What follows belongs to an exercise in optimizing a design on an open flow for small area; a production flow would make more cautious choices.
The RTL was checked by simulation tests, not by an equivalence proof against the original design.

==> design.v <==
module csa_fa(input a, input b, input c, output s, output co);
  assign s = a ^ b ^ c;
  assign co = (a & b) | (a & c) | (b & c);
endmodule
module csa_ha(input a, input b, output s, output co);
  assign s = a ^ b;
  assign co = a & b;
endmodule
module rca #(parameter W = 8) (input [W-1:0] a, input [W-1:0] b, input ci, output [W-1:0] s);
  wire [W:0] c;
  assign c[0] = ci;
  genvar i;
  generate for (i = 0; i < W; i = i + 1) begin : g
    csa_fa f (a[i], b[i], c[i], s[i], c[i+1]);
  end endgenerate
endmodule
module seg_dec(input [3:0] d, output [6:0] o);
  assign o[6] = (~d[3] & ~d[2] & ~d[1] & d[0]) | (d[2] & ~d[1] & ~d[0]);
  assign o[5] = (d[2] & ~d[1] & d[0]) | (d[2] & d[1] & ~d[0]);
  assign o[4] = ~d[2] & d[1] & ~d[0];
  assign o[3] = (~d[3] & ~d[2] & ~d[1] & d[0]) | (d[2] & ~d[1] & ~d[0]) | (d[2] & d[1] & d[0]);
  assign o[2] = (d[2] & ~d[1]) | d[0];
  assign o[1] = (~d[3] & ~d[2] & d[0]) | (~d[2] & d[1]) | (d[1] & d[0]);
  assign o[0] = (~d[3] & ~d[2] & ~d[1]) | (d[2] & d[1] & d[0]);
endmodule
module pid_upd(input [13:0] r, input [11:0] k, input [14:0] xp, input [11:0] nk,
               input [11:0] tx, input tn, output [24:0] o);
  wire [24:0] ox;
  wire m1, m2; csa_fa u_m1 (~r[0], ~nk[0], ~tx[0], m1, m2);
  wire m3, m4; csa_fa u_m3 (~tn, ~(k[0] & xp[0]), m1, m3, m4);
  wire m5, m6; csa_fa u_m5 (~r[1], ~nk[1], ~tx[1], m5, m6);
  wire m7, m8; csa_fa u_m7 (~(k[0] & xp[1]), ~(k[1] & xp[0]), m2, m7, m8);
  wire m9, m10; csa_fa u_m9 (m5, m4, m7, m9, m10);
  wire m11, m12; csa_fa u_m11 (~r[2], ~nk[2], ~tx[2], m11, m12);
  wire m13, m14; csa_fa u_m13 (~(k[0] & xp[2]), ~(k[1] & xp[1]), ~(k[2] & xp[0]), m13, m14);
  wire m15, m16; csa_fa u_m15 (m6, m11, m8, m15, m16);
  wire m17, m18; csa_fa u_m17 (m13, m10, m15, m17, m18);
  wire m19, m20; csa_fa u_m19 (~r[3], ~nk[3], ~tx[3], m19, m20);
  wire m21, m22; csa_fa u_m21 (~(k[0] & xp[3]), ~(k[1] & xp[2]), ~(k[2] & xp[1]), m21, m22);
  wire m23, m24; csa_fa u_m23 (~(k[3] & xp[0]), m12, m19, m23, m24);
  wire m25, m26; csa_fa u_m25 (m14, m21, m23, m25, m26);
  wire m27, m28; csa_fa u_m27 (m16, m25, m18, m27, m28);
  wire m29, m30; csa_fa u_m29 (~r[4], ~nk[4], ~tx[4], m29, m30);
  wire m31, m32; csa_fa u_m31 (~(k[0] & xp[4]), ~(k[1] & xp[3]), ~(k[2] & xp[2]), m31, m32);
  wire m33, m34; csa_fa u_m33 (~(k[3] & xp[1]), ~(k[4] & xp[0]), m20, m33, m34);
  wire m35, m36; csa_fa u_m35 (m29, m22, m24, m35, m36);
  wire m37, m38; csa_fa u_m37 (m31, m33, m26, m37, m38);
  wire m39, m40; csa_fa u_m39 (m35, m37, m28, m39, m40);
  wire m41, m42; csa_fa u_m41 (~r[5], ~nk[5], ~tx[5], m41, m42);
  wire m43, m44; csa_fa u_m43 (~(k[0] & xp[5]), ~(k[1] & xp[4]), ~(k[2] & xp[3]), m43, m44);
  wire m45, m46; csa_fa u_m45 (~(k[3] & xp[2]), ~(k[4] & xp[1]), ~(k[5] & xp[0]), m45, m46);
  wire m47, m48; csa_fa u_m47 (m30, m41, m32, m47, m48);
  wire m49, m50; csa_fa u_m49 (m34, m43, m45, m49, m50);
  wire m51, m52; csa_fa u_m51 (m36, m47, m49, m51, m52);
  wire m53, m54; csa_fa u_m53 (m38, m51, m40, m53, m54);
  wire m55, m56; csa_fa u_m55 (~r[6], ~nk[6], ~tx[6], m55, m56);
  wire m57, m58; csa_fa u_m57 (~(k[0] & xp[6]), ~(k[1] & xp[5]), ~(k[2] & xp[4]), m57, m58);
  wire m59, m60; csa_fa u_m59 (~(k[3] & xp[3]), ~(k[4] & xp[2]), ~(k[5] & xp[1]), m59, m60);
  wire m61, m62; csa_fa u_m61 (~(k[6] & xp[0]), m42, m55, m61, m62);
  wire m63, m64; csa_fa u_m63 (m44, m46, m57, m63, m64);
  wire m65, m66; csa_fa u_m65 (m59, m61, m48, m65, m66);
  wire m67, m68; csa_fa u_m67 (m50, m63, m52, m67, m68);
  wire m69, m70; csa_fa u_m69 (m65, m67, m54, m69, m70);
  wire m71, m72; csa_fa u_m71 (~r[7], ~nk[7], ~tx[7], m71, m72);
  wire m73, m74; csa_ha u_m73 (~(k[0] & xp[7]), ~(k[1] & xp[6]), m73, m74);
  wire m75, m76; csa_fa u_m75 (~(k[2] & xp[5]), ~(k[3] & xp[4]), ~(k[4] & xp[3]), m75, m76);
  wire m77, m78; csa_fa u_m77 (~(k[5] & xp[2]), ~(k[6] & xp[1]), ~(k[7] & xp[0]), m77, m78);
  wire m79, m80; csa_fa u_m79 (m56, m71, m58, m79, m80);
  wire m81, m82; csa_fa u_m81 (m60, m62, m73, m81, m82);
  wire m83, m84; csa_fa u_m83 (m75, m77, m64, m83, m84);
  wire m85, m86; csa_fa u_m85 (m79, m81, m66, m85, m86);
  wire m87, m88; csa_fa u_m87 (m83, m68, m85, m87, m88);
  wire m89 = ~(m87 ^ m70); wire m90 = m87 | m70;
  wire m91, m92; csa_fa u_m91 (~r[8], ~nk[8], ~tx[8], m91, m92);
  wire m93, m94; csa_fa u_m93 (~(k[0] & xp[8]), ~(k[1] & xp[7]), ~(k[2] & xp[6]), m93, m94);
  wire m95, m96; csa_fa u_m95 (~(k[3] & xp[5]), ~(k[4] & xp[4]), ~(k[5] & xp[3]), m95, m96);
  wire m97, m98; csa_fa u_m97 (~(k[6] & xp[2]), ~(k[7] & xp[1]), ~(k[8] & xp[0]), m97, m98);
  wire m99, m100; csa_fa u_m99 (m72, m91, m74, m99, m100);
  wire m101, m102; csa_fa u_m101 (m76, m78, m93, m101, m102);
  wire m103, m104; csa_fa u_m103 (m95, m97, m80, m103, m104);
  wire m105, m106; csa_fa u_m105 (m82, m99, m101, m105, m106);
  wire m107, m108; csa_fa u_m107 (m84, m103, m105, m107, m108);
  wire m109, m110; csa_fa u_m109 (m86, m107, m88, m109, m110);
  wire m111 = ~(m109 ^ m90); wire m112 = m109 | m90;
  wire m113, m114; csa_fa u_m113 (~r[9], ~nk[9], ~tx[9], m113, m114);
  wire m115, m116; csa_ha u_m115 (~(k[0] & xp[9]), ~(k[1] & xp[8]), m115, m116);
  wire m117, m118; csa_fa u_m117 (~(k[2] & xp[7]), ~(k[3] & xp[6]), ~(k[4] & xp[5]), m117, m118);
  wire m119, m120; csa_fa u_m119 (~(k[5] & xp[4]), ~(k[6] & xp[3]), ~(k[7] & xp[2]), m119, m120);
  wire m121, m122; csa_fa u_m121 (~(k[8] & xp[1]), ~(k[9] & xp[0]), m92, m121, m122);
  wire m123, m124; csa_fa u_m123 (m113, m94, m96, m123, m124);
  wire m125, m126; csa_fa u_m125 (m98, m115, m117, m125, m126);
  wire m127, m128; csa_fa u_m127 (m119, m121, m100, m127, m128);
  wire m129, m130; csa_fa u_m129 (m102, m123, m125, m129, m130);
  wire m131, m132; csa_fa u_m131 (m104, m106, m127, m131, m132);
  wire m133, m134; csa_fa u_m133 (m129, m108, m131, m133, m134);
  wire m135, m136; csa_fa u_m135 (m133, m110, m112, m135, m136);
  wire m137, m138; csa_fa u_m137 (~r[10], ~nk[10], ~tx[10], m137, m138);
  wire m139, m140; csa_ha u_m139 (~(k[0] & xp[10]), ~(k[1] & xp[9]), m139, m140);
  wire m141, m142; csa_fa u_m141 (~(k[2] & xp[8]), ~(k[3] & xp[7]), ~(k[4] & xp[6]), m141, m142);
  wire m143, m144; csa_fa u_m143 (~(k[5] & xp[5]), ~(k[6] & xp[4]), ~(k[7] & xp[3]), m143, m144);
  wire m145, m146; csa_fa u_m145 (~(k[8] & xp[2]), ~(k[9] & xp[1]), ~(k[10] & xp[0]), m145, m146);
  wire m147, m148; csa_fa u_m147 (m114, m137, m116, m147, m148);
  wire m149, m150; csa_fa u_m149 (m118, m120, m122, m149, m150);
  wire m151, m152; csa_fa u_m151 (m139, m141, m143, m151, m152);
  wire m153, m154; csa_fa u_m153 (m145, m124, m126, m153, m154);
  wire m155, m156; csa_fa u_m155 (m147, m149, m151, m155, m156);
  wire m157, m158; csa_fa u_m157 (m128, m130, m153, m157, m158);
  wire m159, m160; csa_fa u_m159 (m155, m132, m157, m159, m160);
  wire m161, m162; csa_fa u_m161 (m134, m159, m136, m161, m162);
  wire m163, m164; csa_fa u_m163 (~r[11], ~nk[11], ~tx[11], m163, m164);
  wire m165, m166; csa_fa u_m165 (~(k[0] & xp[11]), ~(k[1] & xp[10]), ~(k[2] & xp[9]), m165, m166);
  wire m167, m168; csa_fa u_m167 (~(k[3] & xp[8]), ~(k[4] & xp[7]), ~(k[5] & xp[6]), m167, m168);
  wire m169, m170; csa_fa u_m169 (~(k[6] & xp[5]), ~(k[7] & xp[4]), ~(k[8] & xp[3]), m169, m170);
  wire m171, m172; csa_fa u_m171 (~(k[9] & xp[2]), ~(k[10] & xp[1]), ~(k[11] & xp[0]), m171, m172);
  wire m173, m174; csa_fa u_m173 (m138, m163, m140, m173, m174);
  wire m175, m176; csa_fa u_m175 (m142, m144, m146, m175, m176);
  wire m177, m178; csa_fa u_m177 (m165, m167, m169, m177, m178);
  wire m179, m180; csa_fa u_m179 (m171, m148, m150, m179, m180);
  wire m181, m182; csa_fa u_m181 (m152, m173, m175, m181, m182);
  wire m183, m184; csa_fa u_m183 (m177, m154, m156, m183, m184);
  wire m185, m186; csa_fa u_m185 (m179, m181, m158, m185, m186);
  wire m187, m188; csa_fa u_m187 (m183, m160, m185, m187, m188);
  wire m189 = ~(m187 ^ m162); wire m190 = m187 | m162;
  wire m191, m192; csa_fa u_m191 (~r[12], tn, ~(k[0] & xp[12]), m191, m192);
  wire m193, m194; csa_fa u_m193 (~(k[1] & xp[11]), ~(k[2] & xp[10]), ~(k[3] & xp[9]), m193, m194);
  wire m195, m196; csa_fa u_m195 (~(k[4] & xp[8]), ~(k[5] & xp[7]), ~(k[6] & xp[6]), m195, m196);
  wire m197, m198; csa_fa u_m197 (~(k[7] & xp[5]), ~(k[8] & xp[4]), ~(k[9] & xp[3]), m197, m198);
  wire m199, m200; csa_fa u_m199 (~(k[10] & xp[2]), ~(k[11] & xp[1]), m164, m199, m200);
  wire m201, m202; csa_fa u_m201 (m166, m168, m170, m201, m202);
  wire m203, m204; csa_fa u_m203 (m172, m191, m193, m203, m204);
  wire m205, m206; csa_fa u_m205 (m195, m197, m199, m205, m206);
  wire m207, m208; csa_fa u_m207 (m174, m176, m178, m207, m208);
  wire m209, m210; csa_fa u_m209 (m201, m203, m205, m209, m210);
  wire m211, m212; csa_fa u_m211 (m180, m182, m207, m211, m212);
  wire m213, m214; csa_fa u_m213 (m209, m184, m211, m213, m214);
  wire m215, m216; csa_fa u_m215 (m186, m213, m188, m215, m216);
  wire m217 = ~(m215 ^ m190); wire m218 = m215 | m190;
  wire m219, m220; csa_fa u_m219 (~r[13], ~(k[0] & xp[13]), ~(k[1] & xp[12]), m219, m220);
  wire m221, m222; csa_fa u_m221 (~(k[2] & xp[11]), ~(k[3] & xp[10]), ~(k[4] & xp[9]), m221, m222);
  wire m223, m224; csa_fa u_m223 (~(k[5] & xp[8]), ~(k[6] & xp[7]), ~(k[7] & xp[6]), m223, m224);
  wire m225, m226; csa_fa u_m225 (~(k[8] & xp[5]), ~(k[9] & xp[4]), ~(k[10] & xp[3]), m225, m226);
  wire m227, m228; csa_fa u_m227 (~(k[11] & xp[2]), m192, m194, m227, m228);
  wire m229, m230; csa_fa u_m229 (m196, m198, m200, m229, m230);
  wire m231, m232; csa_fa u_m231 (m219, m221, m223, m231, m232);
  wire m233, m234; csa_fa u_m233 (m225, m202, m204, m233, m234);
  wire m235, m236; csa_fa u_m235 (m206, m227, m229, m235, m236);
  wire m237, m238; csa_fa u_m237 (m231, m208, m210, m237, m238);
  wire m239, m240; csa_fa u_m239 (m233, m235, m212, m239, m240);
  wire m241, m242; csa_fa u_m241 (m237, m214, m239, m241, m242);
  wire m243, m244; csa_fa u_m243 (m241, m216, m218, m243, m244);
  wire m245, m246; csa_ha u_m245 ((k[0] & xp[14]), ~(k[1] & xp[13]), m245, m246);
  wire m247, m248; csa_fa u_m247 (~(k[2] & xp[12]), ~(k[3] & xp[11]), ~(k[4] & xp[10]), m247, m248);
  wire m249, m250; csa_fa u_m249 (~(k[5] & xp[9]), ~(k[6] & xp[8]), ~(k[7] & xp[7]), m249, m250);
  wire m251, m252; csa_fa u_m251 (~(k[8] & xp[6]), ~(k[9] & xp[5]), ~(k[10] & xp[4]), m251, m252);
  wire m253, m254; csa_fa u_m253 (~(k[11] & xp[3]), m220, m222, m253, m254);
  wire m255, m256; csa_fa u_m255 (m224, m226, m245, m255, m256);
  wire m257, m258; csa_fa u_m257 (m247, m249, m251, m257, m258);
  wire m259, m260; csa_fa u_m259 (m228, m230, m232, m259, m260);
  wire m261, m262; csa_fa u_m261 (m253, m255, m257, m261, m262);
  wire m263, m264; csa_fa u_m263 (m234, m236, m259, m263, m264);
  wire m265, m266; csa_fa u_m265 (m261, m238, m263, m265, m266);
  wire m267, m268; csa_fa u_m267 (m240, m265, m242, m267, m268);
  wire m269 = ~(m267 ^ m244); wire m270 = m267 | m244;
  wire m271, m272; csa_ha u_m271 ((k[1] & xp[14]), ~(k[2] & xp[13]), m271, m272);
  wire m273, m274; csa_fa u_m273 (~(k[3] & xp[12]), ~(k[4] & xp[11]), ~(k[5] & xp[10]), m273, m274);
  wire m275, m276; csa_fa u_m275 (~(k[6] & xp[9]), ~(k[7] & xp[8]), ~(k[8] & xp[7]), m275, m276);
  wire m277, m278; csa_fa u_m277 (~(k[9] & xp[6]), ~(k[10] & xp[5]), ~(k[11] & xp[4]), m277, m278);
  wire m279, m280; csa_fa u_m279 (m246, m248, m250, m279, m280);
  wire m281, m282; csa_fa u_m281 (m252, m271, m273, m281, m282);
  wire m283, m284; csa_fa u_m283 (m275, m277, m254, m283, m284);
  wire m285, m286; csa_fa u_m285 (m256, m258, m279, m285, m286);
  wire m287, m288; csa_fa u_m287 (m281, m260, m262, m287, m288);
  wire m289, m290; csa_fa u_m289 (m283, m285, m264, m289, m290);
  wire m291, m292; csa_fa u_m291 (m287, m266, m289, m291, m292);
  wire m293, m294; csa_fa u_m293 (m291, m268, m270, m293, m294);
  wire m295, m296; csa_fa u_m295 ((k[2] & xp[14]), ~(k[3] & xp[13]), ~(k[4] & xp[12]), m295, m296);
  wire m297, m298; csa_fa u_m297 (~(k[5] & xp[11]), ~(k[6] & xp[10]), ~(k[7] & xp[9]), m297, m298);
  wire m299, m300; csa_fa u_m299 (~(k[8] & xp[8]), ~(k[9] & xp[7]), ~(k[10] & xp[6]), m299, m300);
  wire m301, m302; csa_fa u_m301 (~(k[11] & xp[5]), m272, m274, m301, m302);
  wire m303, m304; csa_fa u_m303 (m276, m278, m295, m303, m304);
  wire m305, m306; csa_fa u_m305 (m297, m299, m280, m305, m306);
  wire m307, m308; csa_fa u_m307 (m282, m301, m303, m307, m308);
  wire m309, m310; csa_fa u_m309 (m284, m286, m305, m309, m310);
  wire m311, m312; csa_fa u_m311 (m307, m288, m309, m311, m312);
  wire m313, m314; csa_fa u_m313 (m290, m311, m292, m313, m314);
  wire m315 = ~(m313 ^ m294); wire m316 = m313 | m294;
  wire m317, m318; csa_fa u_m317 ((k[3] & xp[14]), ~(k[4] & xp[13]), ~(k[5] & xp[12]), m317, m318);
  wire m319, m320; csa_fa u_m319 (~(k[6] & xp[11]), ~(k[7] & xp[10]), ~(k[8] & xp[9]), m319, m320);
  wire m321, m322; csa_fa u_m321 (~(k[9] & xp[8]), ~(k[10] & xp[7]), ~(k[11] & xp[6]), m321, m322);
  wire m323, m324; csa_fa u_m323 (m296, m298, m300, m323, m324);
  wire m325, m326; csa_fa u_m325 (m317, m319, m321, m325, m326);
  wire m327, m328; csa_fa u_m327 (m302, m304, m323, m327, m328);
  wire m329, m330; csa_fa u_m329 (m325, m306, m308, m329, m330);
  wire m331, m332; csa_fa u_m331 (m327, m310, m329, m331, m332);
  wire m333, m334; csa_fa u_m333 (m312, m331, m314, m333, m334);
  wire m335 = ~(m333 ^ m316); wire m336 = m333 | m316;
  wire m337, m338; csa_fa u_m337 ((k[4] & xp[14]), ~(k[5] & xp[13]), ~(k[6] & xp[12]), m337, m338);
  wire m339, m340; csa_fa u_m339 (~(k[7] & xp[11]), ~(k[8] & xp[10]), ~(k[9] & xp[9]), m339, m340);
  wire m341, m342; csa_fa u_m341 (~(k[10] & xp[8]), ~(k[11] & xp[7]), m318, m341, m342);
  wire m343, m344; csa_fa u_m343 (m320, m322, m337, m343, m344);
  wire m345, m346; csa_fa u_m345 (m339, m324, m326, m345, m346);
  wire m347, m348; csa_fa u_m347 (m341, m343, m328, m347, m348);
  wire m349, m350; csa_fa u_m349 (m345, m330, m347, m349, m350);
  wire m351, m352; csa_fa u_m351 (m332, m349, m334, m351, m352);
  wire m353 = ~(m351 ^ m336); wire m354 = m351 | m336;
  wire m355, m356; csa_ha u_m355 ((k[5] & xp[14]), ~(k[6] & xp[13]), m355, m356);
  wire m357, m358; csa_fa u_m357 (~(k[7] & xp[12]), ~(k[8] & xp[11]), ~(k[9] & xp[10]), m357, m358);
  wire m359, m360; csa_fa u_m359 (~(k[10] & xp[9]), ~(k[11] & xp[8]), m338, m359, m360);
  wire m361, m362; csa_fa u_m361 (m340, m355, m357, m361, m362);
  wire m363, m364; csa_fa u_m363 (m342, m344, m359, m363, m364);
  wire m365, m366; csa_fa u_m365 (m361, m346, m363, m365, m366);
  wire m367, m368; csa_fa u_m367 (m348, m365, m350, m367, m368);
  wire m369, m370; csa_fa u_m369 (m367, m352, m354, m369, m370);
  wire m371, m372; csa_ha u_m371 ((k[6] & xp[14]), ~(k[7] & xp[13]), m371, m372);
  wire m373, m374; csa_fa u_m373 (~(k[8] & xp[12]), ~(k[9] & xp[11]), ~(k[10] & xp[10]), m373, m374);
  wire m375, m376; csa_fa u_m375 (~(k[11] & xp[9]), m356, m358, m375, m376);
  wire m377, m378; csa_fa u_m377 (m371, m373, m360, m377, m378);
  wire m379, m380; csa_fa u_m379 (m362, m375, m364, m379, m380);
  wire m381, m382; csa_fa u_m381 (m377, m366, m379, m381, m382);
  wire m383, m384; csa_fa u_m383 (m381, m368, m370, m383, m384);
  wire m385, m386; csa_fa u_m385 ((k[7] & xp[14]), ~(k[8] & xp[13]), ~(k[9] & xp[12]), m385, m386);
  wire m387, m388; csa_fa u_m387 (~(k[10] & xp[11]), ~(k[11] & xp[10]), m372, m387, m388);
  wire m389, m390; csa_fa u_m389 (m374, m385, m376, m389, m390);
  wire m391, m392; csa_fa u_m391 (m387, m378, m389, m391, m392);
  wire m393, m394; csa_fa u_m393 (m380, m391, m382, m393, m394);
  wire m395 = ~(m393 ^ m384); wire m396 = m393 | m384;
  wire m397, m398; csa_fa u_m397 ((k[8] & xp[14]), ~(k[9] & xp[13]), ~(k[10] & xp[12]), m397, m398);
  wire m399, m400; csa_fa u_m399 (~(k[11] & xp[11]), m386, m397, m399, m400);
  wire m401, m402; csa_fa u_m401 (m388, m399, m390, m401, m402);
  wire m403, m404; csa_fa u_m403 (m392, m401, m394, m403, m404);
  wire m405 = ~(m403 ^ m396); wire m406 = m403 | m396;
  wire m407, m408; csa_ha u_m407 ((k[9] & xp[14]), ~(k[10] & xp[13]), m407, m408);
  wire m409, m410; csa_fa u_m409 (~(k[11] & xp[12]), m398, m407, m409, m410);
  wire m411, m412; csa_fa u_m411 (m400, m409, m402, m411, m412);
  wire m413, m414; csa_fa u_m413 (m411, m404, m406, m413, m414);
  wire m415, m416; csa_fa u_m415 ((k[10] & xp[14]), ~(k[11] & xp[13]), m408, m415, m416);
  wire m417, m418; csa_fa u_m417 (m410, m415, m412, m417, m418);
  wire m419 = ~(m417 ^ m414); wire m420 = m417 | m414;
  assign ox = {m419, m413, m405, m395, m383, m369, m353, m335, m315, m293, m269, m243, m217, m189, m161, m135, m111, m89, m69, m53, m39, m27, m17, m9, m3};
  assign o = ~ox;
endmodule
module pid_qupd(input [13:0] q, input [10:0] d, input [11:0] w, input wn, output [13:0] o);
  wire [13:0] ox;
  wire n1, n2; csa_fa u_n1 (~q[0], ~d[0], ~w[0], n1, n2);
  wire n3 = ~(~wn ^ n1); wire n4 = ~wn | n1;
  wire n5, n6; csa_fa u_n5 (~q[1], ~d[1], ~w[1], n5, n6);
  wire n7, n8; csa_fa u_n7 (n2, n5, n4, n7, n8);
  wire n9, n10; csa_fa u_n9 (~q[2], ~d[2], ~w[2], n9, n10);
  wire n11, n12; csa_fa u_n11 (n6, n9, n8, n11, n12);
  wire n13, n14; csa_fa u_n13 (~q[3], ~d[3], ~w[3], n13, n14);
  wire n15, n16; csa_ha u_n15 (n10, n13, n15, n16);
  wire n17 = ~(n15 ^ n12); wire n18 = n15 | n12;
  wire n19, n20; csa_fa u_n19 (~q[4], ~d[4], ~w[4], n19, n20);
  wire n21, n22; csa_ha u_n21 (n14, n19, n21, n22);
  wire n23, n24; csa_fa u_n23 (n16, n21, n18, n23, n24);
  wire n25, n26; csa_fa u_n25 (~q[5], ~d[5], ~w[5], n25, n26);
  wire n27, n28; csa_fa u_n27 (n20, n25, n22, n27, n28);
  wire n29 = ~(n27 ^ n24); wire n30 = n27 | n24;
  wire n31, n32; csa_fa u_n31 (~q[6], ~d[6], ~w[6], n31, n32);
  wire n33, n34; csa_fa u_n33 (n26, n31, n28, n33, n34);
  wire n35 = ~(n33 ^ n30); wire n36 = n33 | n30;
  wire n37, n38; csa_fa u_n37 (~q[7], ~d[7], ~w[7], n37, n38);
  wire n39, n40; csa_fa u_n39 (n32, n37, n34, n39, n40);
  wire n41 = ~(n39 ^ n36); wire n42 = n39 | n36;
  wire n43, n44; csa_fa u_n43 (~q[8], ~d[8], ~w[8], n43, n44);
  wire n45, n46; csa_fa u_n45 (n38, n43, n40, n45, n46);
  wire n47 = ~(n45 ^ n42); wire n48 = n45 | n42;
  wire n49, n50; csa_fa u_n49 (~q[9], ~d[9], ~w[9], n49, n50);
  wire n51, n52; csa_fa u_n51 (n44, n49, n46, n51, n52);
  wire n53 = ~(n51 ^ n48); wire n54 = n51 | n48;
  wire n55, n56; csa_fa u_n55 (~q[10], ~d[10], ~w[10], n55, n56);
  wire n57, n58; csa_ha u_n57 (n50, n55, n57, n58);
  wire n59, n60; csa_fa u_n59 (n57, n52, n54, n59, n60);
  wire n61, n62; csa_ha u_n61 (~q[11], ~w[11], n61, n62);
  wire n63, n64; csa_fa u_n63 (n56, n61, n58, n63, n64);
  wire n65 = ~(n63 ^ n60); wire n66 = n63 | n60;
  wire n67, n68; csa_ha u_n67 (~q[12], ~wn, n67, n68);
  wire n69, n70; csa_fa u_n69 (n62, n67, n64, n69, n70);
  wire n71 = ~(n69 ^ n66); wire n72 = n69 | n66;
  wire n73, n74; csa_ha u_n73 (~q[13], ~wn, n73, n74);
  wire n75, n76; csa_fa u_n75 (n68, n73, n70, n75, n76);
  wire n77 = ~(n75 ^ n72); wire n78 = n75 | n72;
  assign ox = {n77, n71, n65, n59, n53, n47, n41, n35, n29, n23, n17, n11, n7, n3};
  assign o = ~ox;
endmodule
module pid (
	input clk,
	input res,
	input c_active,
	input kp_active,
	input ki_active,
	input kd_active,
	input inc_up,
	input inc_dn,
	input motor_rot_pulse,
	output disp_rs,
	output disp_rw,
	output disp_en,
	output display_on,
	output [7:0]disp_data,
	output [6:0]seg7_k,
	output [6:0]seg7_eq,
	output [6:0]seg7_thousands,
	output [6:0]seg7_hundreds,
	output [6:0]seg7_tens,
	output [6:0]seg7_ones,
	output velocity_command_pulse,
	output [15:0]command_speed_out
);
  function [4:0] bcd_step(input [3:0] d, input up);
    begin
      if (up) bcd_step = (d == 4'd9) ? {1'b1, 4'd0} : {1'b0, d + 4'd1};
      else    bcd_step = (d == 4'd0) ? {1'b1, 4'd9} : {1'b0, d - 4'd1};
    end
  endfunction
  reg [4:0] ui_cnt;
  wire ui_tick = (ui_cnt == 5'd15);
  reg [2:0] lc;
  reg lp;
  wire lcd_tick = lc[2] & ~lp;
  reg [9:0] lrc;
  reg lrp;
  reg [7:0] win;
  wire win_end = (win == 8'd0) & (lc == 3'd0) & ~lp;
  reg [13:0] pq;
  reg [2:0] pr;
  wire pq_end = pq[13] & pq[10] & pq[9] & pq[8] & pq[4];
  always @(posedge clk) begin
    if (!res) begin
      ui_cnt <= 5'd0;
      lc <= 3'd0; lp <= 1'b0;
      lrc <= 10'd0; lrp <= 1'b0;
      win <= 8'd0;
      pq <= 14'd0; pr <= 3'd0;
    end else begin
      ui_cnt <= ui_cnt + 5'd1;
      if (lc[2]) begin lc <= 3'd0; lp <= ~lp; end
      else lc <= lc + 3'd1;
      if (lrc == 10'd0) begin lrc <= 10'd1000; lrp <= ~lrp; end
      else lrc <= lrc - 10'd1;
      if (lc[2] & lp) win <= (win == 8'd199) ? 8'd0 : win + 8'd1;
      if (pq_end) begin pq <= 14'd0; pr <= 3'd0; end
      else if (pr[2]) begin pr <= 3'd0; pq <= pq + 14'd1; end
      else pr <= pr + 3'd1;
    end
  end
  reg [3:0] act;                   
  reg [15:0] ucs;                  
  wire up = ~inc_up & inc_dn;
  wire dn = inc_up & ~inc_dn;
  wire selc = (act == 4'b1000);
  wire selp = (act == 4'b0100);
  wire seli = (act == 4'b0010);
  wire seld = (act == 4'b0001);
  wire step = ui_tick & (up | dn);
  wire [4:0] u0 = bcd_step(ucs[3:0], up);
  wire [4:0] u1 = bcd_step(ucs[7:4], up);
  wire [4:0] u2 = bcd_step(ucs[11:8], up);
  wire [4:0] u3 = bcd_step(ucs[15:12], up);
  wire [15:0] unext = {u0[4] & u1[4] & u2[4] ? u3[3:0] : ucs[15:12],
                       u0[4] & u1[4] ? u2[3:0] : ucs[11:8],
                       u0[4] ? u1[3:0] : ucs[7:4], u0[3:0]};
  reg [9:0] kold;
  reg [1:0] ktag;                  
  reg [9:0] kpb, kib, kdb;
  wire [9:0] kb = selp ? kpb : seli ? kib : kdb;
  wire [9:0] kbn = up ? ((kb == 10'd999) ? 10'd0 : kb + 10'd1)
                      : ((kb == 10'd0) ? 10'd999 : kb - 10'd1);
  wire ucs_wrap = up ? (ucs == 16'h9999) : (ucs == 16'h0000);
  wire ki_wrap = up ? (kib == 10'd999) : (kib == 10'd0);
  reg uev, uup, uwr, kev, kup, kwr;
  always @(posedge clk) begin
    if (!res) begin
      act <= 4'd0;
      ucs <= 16'h1000;
      kold <= 10'd0; ktag <= 2'd0;
      kpb <= 10'd0; kib <= 10'd0; kdb <= 10'd0;
      uev <= 1'b0; uup <= 1'b0; uwr <= 1'b0; kev <= 1'b0; kup <= 1'b0; kwr <= 1'b0;
    end else begin
      if (ui_tick) begin
        uev <= step & selc; uup <= up; uwr <= ucs_wrap;
        kev <= step & seli; kup <= up; kwr <= ki_wrap;
        act <= {c_active, kp_active, ki_active, kd_active};
        ktag <= 2'd0;
        if (step & selc) ucs <= unext;
        if (step & (selp | seli | seld)) begin
          kold <= kb;
          ktag <= selp ? 2'd1 : seli ? 2'd2 : 2'd3;
        end
        if (step & selp) kpb <= kbn;
        if (step & seli) kib <= kbn;
        if (step & seld) kdb <= kbn;
      end
    end
  end
  reg last_pulse;
  reg [9:0] pcq;                   
  reg [9:0] fb;                    
  reg [10:0] dl;                   
  wire [10:0] dln;
  rca #(11) sub_f (.a({1'b0, fb}), .b(~{1'b0, pcq}), .ci(1'b1), .s(dln));
  always @(posedge clk) begin
    last_pulse <= motor_rot_pulse;
    if (!res) begin
      pcq <= 10'd0; fb <= 10'd0; dl <= 11'd0;
    end else if (win_end) begin
      fb <= pcq; pcq <= 10'd0; dl <= dln;
    end else if (~last_pulse & motor_rot_pulse)
      pcq <= pcq + 10'd1;
  end
  reg [15:0] cmd, prv;
  wire P16 = (ui_cnt == 5'd16);
  wire P17 = (ui_cnt == 5'd17);
  wire P18 = (ui_cnt == 5'd18);
  wire wz = (win == 8'd0) & ~lp;
  wire W1 = wz & (lc == 3'd1);
  wire W2 = wz & (lc == 3'd2);
  wire W3 = wz & (lc == 3'd3);
  wire [11:0] kpd, ks1, m;
  rca #(12) add_k0 (.a({2'b00, kpb}), .b({2'b00, kdb}), .ci(1'b0), .s(kpd));     
  rca #(12) add_k1 (.a(kpd), .b({2'b00, kib}), .ci(1'b0), .s(ks1));             
  rca #(12) add_m  (.a(kpd), .b({2'b00, kdb}), .ci(1'b0), .s(m));               
  reg [14:0] e;
  wire [14:0] de = win_end ? {{4{dln[10]}}, dln} :
                   (step & selc) ? (ucs_wrap ? (up ? -15'sd9999 : 15'sd9999) : (up ? 15'sd1 : -15'sd1)) : 15'd0;
  wire [14:0] en;
  rca #(15) add_e (.a(e), .b(de), .ci(1'b0), .s(en));
  wire mk = P16 & kev;
  wire [11:0] K = W1 ? ks1 : W2 ? m : W3 ? {2'b00, kdb} : mk ? (kwr ? 12'd999 : 12'd1) : 12'd0;
  wire [14:0] X = (W1 | W2 | W3) ? {{4{dl[10]}}, dl} : e;
  wire neg = W2 | (mk & ~(kup ^ kwr));
  wire [14:0] Xp = X ^ {15{neg}};
  wire [11:0] NK = K & {12{neg}};
  wire [11:0] Kt = ~uev ? 12'd0 : P16 ? ks1 : P17 ? m : P18 ? {2'b00, kdb} : 12'd0;
  wire tneg = uev & (P16 | P17 | P18) & (~uup ^ P17);
  wire [11:0] TX = Kt ^ {12{tneg}};
  wire [11:0] Kw = uwr ? Kt : 12'd0;
  wire wneg = uwr & uev & (P16 | P17 | P18) & ~tneg;
  reg [13:0] Q;                    
  reg [13:0] R;                    
  wire [24:0] rb;
  pid_upd upd (.r(R), .k(K), .xp(Xp), .nk(NK), .tx(TX), .tn(tneg), .o(rb));
  reg [10:0] quo;
  reg [10:0] rr;
  reg [11:0] bw;
  reg ge;
  integer i, j;
  localparam [10:0] D625 = 11'd625;
  always @(*) begin
    rr = 11'd0;
    quo = 11'd0;
    for (i = 20; i >= 0; i = i - 1) begin
      rr = {rr[9:0], rb[i + 4]};
      bw[0] = 1'b0;
      for (j = 0; j < 11; j = j + 1)
        bw[j+1] = D625[j] ? (~rr[j] | bw[j]) : (~rr[j] & bw[j]);
      ge = ~bw[11];
      for (j = 0; j < 11; j = j + 1)
        rr[j] = rr[j] ^ (ge & (D625[j] ^ bw[j]));
      if (i < 11) quo[i] = ge;
    end
  end
  wire [13:0] Rn = {rr[9:0], rb[3:0]};
  wire [13:0] Qn;
  pid_qupd qupd (.q(Q), .d(quo), .w(Kw ^ {12{wneg}}), .wn(wneg), .o(Qn));
  wire [15:0] cmdn;
  rca #(16) add_c (.a(prv), .b({{2{Q[13]}}, Q}), .ci(Q[13] & (|R)), .s(cmdn));
  always @(posedge clk) begin
    if (!res) begin
      Q <= 14'd0; R <= 14'd0; e <= 15'd1000;
      cmd <= 16'd0; prv <= 16'd0;
    end else begin
      Q <= Qn; R <= Rn; e <= en;
      prv <= cmd;
      cmd <= cmdn;
    end
  end
  assign command_speed_out = cmd;
  assign velocity_command_pulse = ({2'b00, pq} < cmd);
  function [3:0] add3(input [3:0] d);
    begin
      add3[3] = d[3] | (d[2] & (d[1] | d[0]));
      add3[2] = (d[2] & ~d[1] & ~d[0]) | (d[3] & d[0]);
      add3[1] = (~d[2] & d[1]) | (d[1] & d[0]) | (d[3] & ~d[0]);
      add3[0] = (~d[3] & ~d[2] & d[0]) | (d[2] & d[1] & ~d[0]) | (d[3] & ~d[0]);
    end
  endfunction
  function [11:0] bcd3(input [9:0] b);
    integer n; reg [21:0] w;
    begin
      w = {12'd0, b};
      for (n = 0; n < 10; n = n + 1) begin
        w[13:10] = add3(w[13:10]);
        w[17:14] = add3(w[17:14]);
        w = w << 1;
      end
      bcd3 = w[21:10];
    end
  endfunction
  wire anysel = selc | selp | seli | seld;
  wire [15:0] dsel = selc ? ucs : {4'd0, bcd3(kb)};
  wire [6:0] s3, s2, s1, s0;
  seg_dec dec3 (dsel[15:12], s3);
  seg_dec dec2 (dsel[11:8], s2);
  seg_dec dec1 (dsel[7:4], s1);
  seg_dec dec0 (dsel[3:0], s0);
  assign seg7_thousands = anysel ? s3 : 7'b1111111;
  assign seg7_hundreds  = anysel ? s2 : 7'b1111111;
  assign seg7_tens      = anysel ? s1 : 7'b1111111;
  assign seg7_ones      = anysel ? s0 : 7'b1111111;
  assign seg7_k  = selc ? 7'b0110001 : selp ? 7'b0011000 : seli ? 7'b1111001 :
                   seld ? 7'b1000010 : 7'b1111111;
  assign seg7_eq = anysel ? 7'b1110110 : 7'b1111111;
  reg [5:0] idx;
  reg [1:0] st;                    
  always @(posedge clk) begin
    if (!res || !lrp) begin
      idx <= 6'd0; st <= 2'd0;
    end else if (lcd_tick) begin
      case (st)
        2'd0: begin idx <= 6'd0; st <= 2'd1; end
        2'd1: st <= (idx[5] & idx[2] & idx[0]) ? 2'd3 : 2'd2;
        2'd2: begin idx <= idx + 6'd1; st <= 2'd1; end
        default: st <= 2'd3;
      endcase
    end
  end
  assign disp_en = (st == 2'd2);
  assign disp_rw = 1'b0;
  assign display_on = 1'b1;
  reg [15:0] vcmd;
  reg [9:0] vfb;
  always @(posedge clk) begin
    if (!res) begin
      vcmd <= 16'd0; vfb <= 10'd0;
    end else if (ui_tick) begin
      vcmd <= cmd; vfb <= fb;
    end
  end
  wire [9:0] kpl = (ktag == 2'd1) ? kold : kpb;
  wire [9:0] kil = (ktag == 2'd2) ? kold : kib;
  wire [9:0] kdl = (ktag == 2'd3) ? kold : kdb;
  wire vsel_fb = idx[5];           
  wire vsel_k = ~idx[5] & idx[4] & (idx[3] | idx[2]);    
  wire [9:0] klcd = (idx[3:2] == 2'b01) ? kpl : (idx[3:2] == 2'b10) ? kil : kdl;
  wire vneg = ~vsel_fb & ~vsel_k & vcmd[15];
  wire [15:0] vval = vsel_k ? {6'd0, klcd} : vsel_fb ? {6'd0, vfb} : vcmd;
  wire [15:0] vmag = (vval ^ {16{vneg}}) + {15'd0, vneg};
  reg [35:0] z;
  integer bi;
  always @(*) begin
    z = {20'd0, vmag};
    for (bi = 0; bi < 16; bi = bi + 1) begin
      z[19:16] = add3(z[19:16]);
      z[23:20] = add3(z[23:20]);
      z[27:24] = add3(z[27:24]);
      z[31:28] = add3(z[31:28]);
      z = z << 1;
    end
  end
  wire [3:0] thou4 = {z[32], 3'b000} + {1'b0, z[33:32], 1'b0} + z[31:28];  
  wire [1:0] vpos = idx[5] ? idx[1:0] : idx[1:0] + 2'd1;
  wire [3:0] vdig = (vpos == 2'd0) ? thou4 : (vpos == 2'd1) ? z[27:24] :
                    (vpos == 2'd2) ? z[23:20] : z[19:16];
  wire [3:0] vdig_s = vneg ? (4'd0 - vdig) : vdig;
  wire [7:0] vchar = (vdig_s <= 4'd9) ? {4'h3, vdig_s} : 8'd3;
  reg [8:0] lcd_out;
  always @(*) begin
    case (idx)
      6'd0: lcd_out = {1'b0, 8'b0011_1000};
      6'd1: lcd_out = {1'b0, 8'b0000_0110};
      6'd2: lcd_out = {1'b0, 8'b0000_0001};
      6'd3: lcd_out = {1'b1, "K"};
      6'd4: lcd_out = {1'b1, "p"};
      6'd5: lcd_out = {1'b1, " "};
      6'd6: lcd_out = {1'b1, " "};
      6'd7: lcd_out = {1'b1, "K"};
      6'd8: lcd_out = {1'b1, "i"};
      6'd9: lcd_out = {1'b1, " "};
      6'd10: lcd_out = {1'b1, " "};
      6'd11: lcd_out = {1'b1, "K"};
      6'd12: lcd_out = {1'b1, "d"};
      6'd13: lcd_out = {1'b1, " "};
      6'd14: lcd_out = {1'b1, " "};
      6'd15, 6'd16, 6'd17, 6'd18: lcd_out = {1'b1, vchar};
      6'd19: lcd_out = {1'b0, 8'b1100_0000};
      6'd20, 6'd21, 6'd22: lcd_out = {1'b1, vchar};
      6'd23: lcd_out = {1'b1, " "};
      6'd24, 6'd25, 6'd26: lcd_out = {1'b1, vchar};
      6'd27: lcd_out = {1'b1, " "};
      6'd28, 6'd29, 6'd30: lcd_out = {1'b1, vchar};
      6'd31: lcd_out = {1'b1, " "};
      6'd32, 6'd33, 6'd34, 6'd35: lcd_out = {1'b1, vchar};
      default: lcd_out = {1'b0, 8'b1000_0000};
    endcase
  end
  assign disp_rs = lcd_out[8];
  assign disp_data = lcd_out[7:0];
endmodule
==> flow/run.sh <==
#!/bin/bash
# Layout flow: the standard synthesis; the combinational logic of the synthesized
# netlist is then re-mapped by ABC for area (registers, full/half adders and tie cells
# are kept as they are); then the standard layout from the netlist on, with the
# ports buffered by the smallest buffer and a clock tree of small buffers without
# dummy loads. Each tool's output goes to its own log here.
set -euo pipefail
HERE=$(pwd)
RES=$HERE/orfs/results/$FLOW_PLATFORM/pid/base
LIB=$FLOW_HOME/platforms/$FLOW_PLATFORM/lib/sky130_fd_sc_hd__tt_025C_1v80.lib
YOSYS=$FLOW_HOME/../tools/install/yosys/bin/yosys

# 1. standard synthesis up to the Yosys netlist
bash standard.sh "$RES/1_2_yosys.v" > synth.log 2>&1
cp "$RES/1_2_yosys.v" "$HERE/1_2_yosys_standard.v"

# 2. area re-mapping of the combinational logic
DONT_USE=""
for c in $(sed -n '/^export DONT_USE_CELLS/,/^$/p' "$FLOW_HOME/platforms/$FLOW_PLATFORM/config.mk" | grep -o 'sky130_fd_sc_hd__[a-z0-9_]*'); do
  DONT_USE="$DONT_USE -dont_use $c"
done
cat > remap.abc <<'A'
strash
&get -n
&deepsyn -T 120
&nf -R 1000
&put
topo
A
cat > remap.ys <<Y
read_liberty -ignore_miss_func $LIB
blackbox sky130_fd_sc_hd__*df* sky130_fd_sc_hd__*dl* sky130_fd_sc_hd__*sdf* sky130_fd_sc_hd__fa_* sky130_fd_sc_hd__ha_* sky130_fd_sc_hd__conb_*
read_verilog $HERE/1_2_yosys_standard.v
hierarchy -top $FLOW_TOP
flatten
opt_clean
abc -liberty $LIB -script $HERE/remap.abc $DONT_USE
opt_clean -purge
read_liberty -lib -ignore_miss_func $LIB
splitnets
opt_clean -purge
hilomap -singleton -hicell sky130_fd_sc_hd__conb_1 HI -locell sky130_fd_sc_hd__conb_1 LO
insbuf -buf sky130_fd_sc_hd__buf_1 A X
check -assert
select -assert-none t:\$*
tee -o $HERE/remap_stat.txt stat -liberty $LIB
write_verilog -noattr -nohex -nodec $HERE/1_2_yosys_remap.v
Y
# keep the re-mapped netlist only if it has the same registers (names and cell types)
regs() { grep -oE '^ *sky130_fd_sc_hd__[a-z0-9_]*(df|dl)[a-z0-9_]* +[^ ]+' "$1" | sed 's/^ *//' | sort; }
if "$YOSYS" -s remap.ys > remap.log 2>&1 && [[ -s "$HERE/1_2_yosys_remap.v" ]] \
   && [[ "$(regs "$HERE/1_2_yosys_standard.v")" == "$(regs "$HERE/1_2_yosys_remap.v")" ]]; then
  cp "$HERE/1_2_yosys_remap.v" "$RES/1_2_yosys.v"
  touch "$RES/1_2_yosys.v"
  echo "re-mapped netlist in use" >> remap.log
else
  echo "re-mapping failed or changed the registers; keeping the standard netlist" >> remap.log
fi

# 3. standard layout from the netlist
export BUFFER_PORTS_ARGS="-buffer_cell sky130_fd_sc_hd__buf_1"
export CTS_ARGS="-sink_clustering_enable -repair_clock_nets -dont_use_dummy_load -buf_list sky130_fd_sc_hd__clkbuf_4"
bash standard.sh finish > layout.log 2>&1
==> standard.sh <==
#!/bin/bash
# synth_recipe.tcl (not shown) runs the flow's synth.tcl, then flattens the netlist and writes it again
# the make line also repeats each setting of config.mk as NAME=value (left out here)
make -C /OpenROAD-flow-scripts/flow DESIGN_CONFIG=/design/flow/config.mk WORK_HOME=/design/flow/orfs CLKGATE_MAP_FILE= SYNTH_SCRIPT=/design/flow/synth_recipe.tcl "${@:-finish}"
==> config.mk <==
export PLATFORM = sky130hd
export DESIGN_NAME = pid
export DESIGN_NICKNAME = pid
export VERILOG_FILES = /design/flow/design.v
export SDC_FILE = /design/flow/constraint.sdc
export NUM_CORES = 4
export LEC_CHECK = 0
export ABC_AREA = 1
export ABC_CLOCK_PERIOD_IN_PS = 60000
export CAP_MARGIN = 20
export CORE_MARGIN = 2
export CORE_UTILIZATION = 40
export SLEW_MARGIN = 20
export SYNTH_HIERARCHICAL = 1
==> constraint.sdc <==
create_clock -name core_clock -period 60.0 [get_ports {clk}]
set_input_delay 12.0000 -clock core_clock [delete_from_list [all_inputs] [get_ports {clk}]]
set_output_delay 12.0000 -clock core_clock [all_outputs]
set_load 0.01 [all_outputs]
==> run summary <==
## cell usage in the layout, fill, tap and decap left out, types with 28 or more instances in the layout
master	count
a21oi_1	119
and2_0	78
xor2_1	70
a22o_1	65
buf_4	32
nand3_1	46
a21o_1	28
ha_1	87
nand2_1	397
xnor2_1	63
nand2b_1	43
nor2_1	273
clkbuf_4	72
buf_1	71
nor3_1	79
dfxtp_1	253
o21ai_0	140
fa_1	293
and3_1	31
clkinv_1	181
## critical path, delay by kind of cell, from the launching register on
kind	cells	cell delay [ns]
fa+ha+maj	54	16.80
buf+inv	25	2.55
mux	1	0.37
flops	1	0.48
xor+xnor	10	2.11
simple gates	50	10.42
compound gates	12	3.56
## metrics by stage
| stage | hold WS [ns] | instances | cell area (sq um) | setup slack (ns) |
|---|---|---|---|---|
| global route | 0.455 | 3585 | 25100 | 20.56 |
| floorplan | 0.404 | 2673 | 23200 | 27.16 |
| detailed placement | 0.421 | 3512 | 24500 | 23.65 |
| finish | 0.427 | 3585 | 25100 | 23.60 |
| global placement | 0.416 | 3511 | 24500 | 24.64 |
| CTS | 0.430 | 3584 | 25100 | 23.60 |
## cell type report
class	instances	area [sq um]	share of cell area
clock buffer	72	541	0.0216
tap	765	957	0.0382
sequential	253	5060	0.202
timing repair buffer	104	512	0.0204
inverter	182	683	0.0272
multi-input combinational	2208	17300	0.691
antenna	1	2.50	0.0000998
## flip-flops by register name, indices dropped and copies added (netlist names), 11 cells and up
| register | flops |
|---|---|
| cmd | 16 |
| prv | 16 |
| ucs | 16 |
| vcmd | 16 |
| e | 15 |
| Q | 14 |
| R | 14 |
| pq | 14 |
| dl | 11 |
## per-layer routing
metal,global-route usage,vias to the layer above
met5,0,-
met3,0.0404,113
met1,0.299,9679
li1,-,9511
met2,0.358,613
met4,0.0782,0
## worst paths after layout
kind	to	slack (ns)	depth (start not counted)
worst max-delay path	Q[13]	23.60	152
worst min-delay path	pr[0]	0.43	1
worst max register to register	Q[13]	23.60	152
worst min register to register	pr[0]	0.43	1
==> summary.md <==
| Metric | Value |
|---|---|
| Status | complete, no violations |
| Fmax | between 20 and 30 MHz |
| Share of layout cells above drive strength 1 | 0.0394 |
| Drt drc | 0 |
| Setup bufs post-CTS | 0 |
| DIE AREA | a little under 60000 sq um |
| Metal-1 WL | between 20 and 30 mm |
| Row cnt | 88 |
| Clock root buffer | clkbuf_4 |
| Global-route wire length before repair | 106 mm |
| Cts repair resizes | 0 |
| Synth Area per Inst | roughly 8.7 sq um |
| Hold-fix buffers, CTS | 0 |
| H-tree Lvls | 3 |
| Type of origin of the critical path | flop |
| FILL cells | roughly 5700 |
| Post-route ant nets | 0 |
| Die Y | roughly 240 microns |
| Max cap viols | 0 |
| CTS Sinks | about 250 |
| Routed met2 length | 29.9 mm |
| Core area | 57400 sq um |
| Unrepaired setup endpoints after global routing | false |
| Vias in the first global route | between 15000 and 20000 |
| Fin nets | about 3200 |
| Post-DP HPWL | approximately 52 mm |
| Worst Setup SP | kdb[0] |
| Detailed router's first-iteration violation count | about 1300 |
| Clock tree buffer depth | 3 |
| Clock Pin Slew Worst Setup and Hold Paths | ~0.06 ns |
| Final setup violation count | 0 |
| Total gr overflow | 0 |
| Met3 wire len | slightly above 4 mm |
| Highest Signal Layer | met4 |
| CP Class | reg -> reg |
| Final Cycle Share | 0.607 |
| Hold crit path type | reg -> reg |
| Slew HR | 0.263 |
| Crit-path max FO | 9 |
| Post-layout util | 0.437 |
| Die extent in x | 244 microns |
| Setup TNS | 0 ns |
| Fin crit period | ~36 ns |
| TritonCTS Buffers | slightly above 70 |
| I/O Buffers | roughly 70 |
| Mapped Area | 23100 sq um |
| Starting Density | 0.402 |
| Final hold vios | 0 |
| Worst EP required | roughly 61 ns |
| Largest net degree at the start of global routing | approximately 50 |
| IO Count | 80 |
| Max stage delay on crit path | between 0.6 and 0.7 ns |
| Via count | 19900 |
| Routed len/inst | around 18 microns |
| Total wire length | 65.8 mm |
| Critical Path End Type | flop |
| Area Growth Syn to Fin | 8.64% |
| Clk_skew | between 0.1 and 0.15 ns |
| CTS tree | yes |
| Fin. max-slew vios | 0 |
| Worst-skew pair later-pin latency | about 0.79 ns |
| Slowest-stage cell, CP | o21ai_0 |
| Crit path top cell by count | fa_1 |
| Mapped Cells | 2653 |
| GPL Wtd Cong | a little over 0.9 |
| Initial antenna violation count | 1 |
| R2r startpoint | kdb[0] |
| DRT Pass-1 Iters | 6 |
| GRT Overall Usage | 0.222 |
| Synth warn | 7 |
| Post-DR vias/cell | ~5.6 |
| CP arrival | 37.03 ns |
| Slew of the pin with the lowest slew margin | roughly 1.1 ns |
| Hold Path Origin | pr[0] |

re-timing with driven ports:
No port has a modelled driver above. Below, the same layout with a new extraction and two added sets of constraints.
Step 1 sets driving cells, clkbuf_16 on the clock port and buf_2 on the other inputs (assumed; they add their load-dependent delay and slew).
Step 2 moves the port delays by t, midway between the first and last clock arrival at a register: inputs arrive t later, outputs are due t later. That takes back most of the time a late clock gives input paths.
Three values: no drivers, after step 1, after step 2; two values: the first two.
shift t [ns]: 0.782
setup slack, ns: 23.597 / 23.597 / 23.597
worst slew at a driven data input, ns: 0.04
After both steps this run still meets setup and hold. The setup slack of this run moves by 0.000 ns with the drivers and by 0.000 ns with both steps.
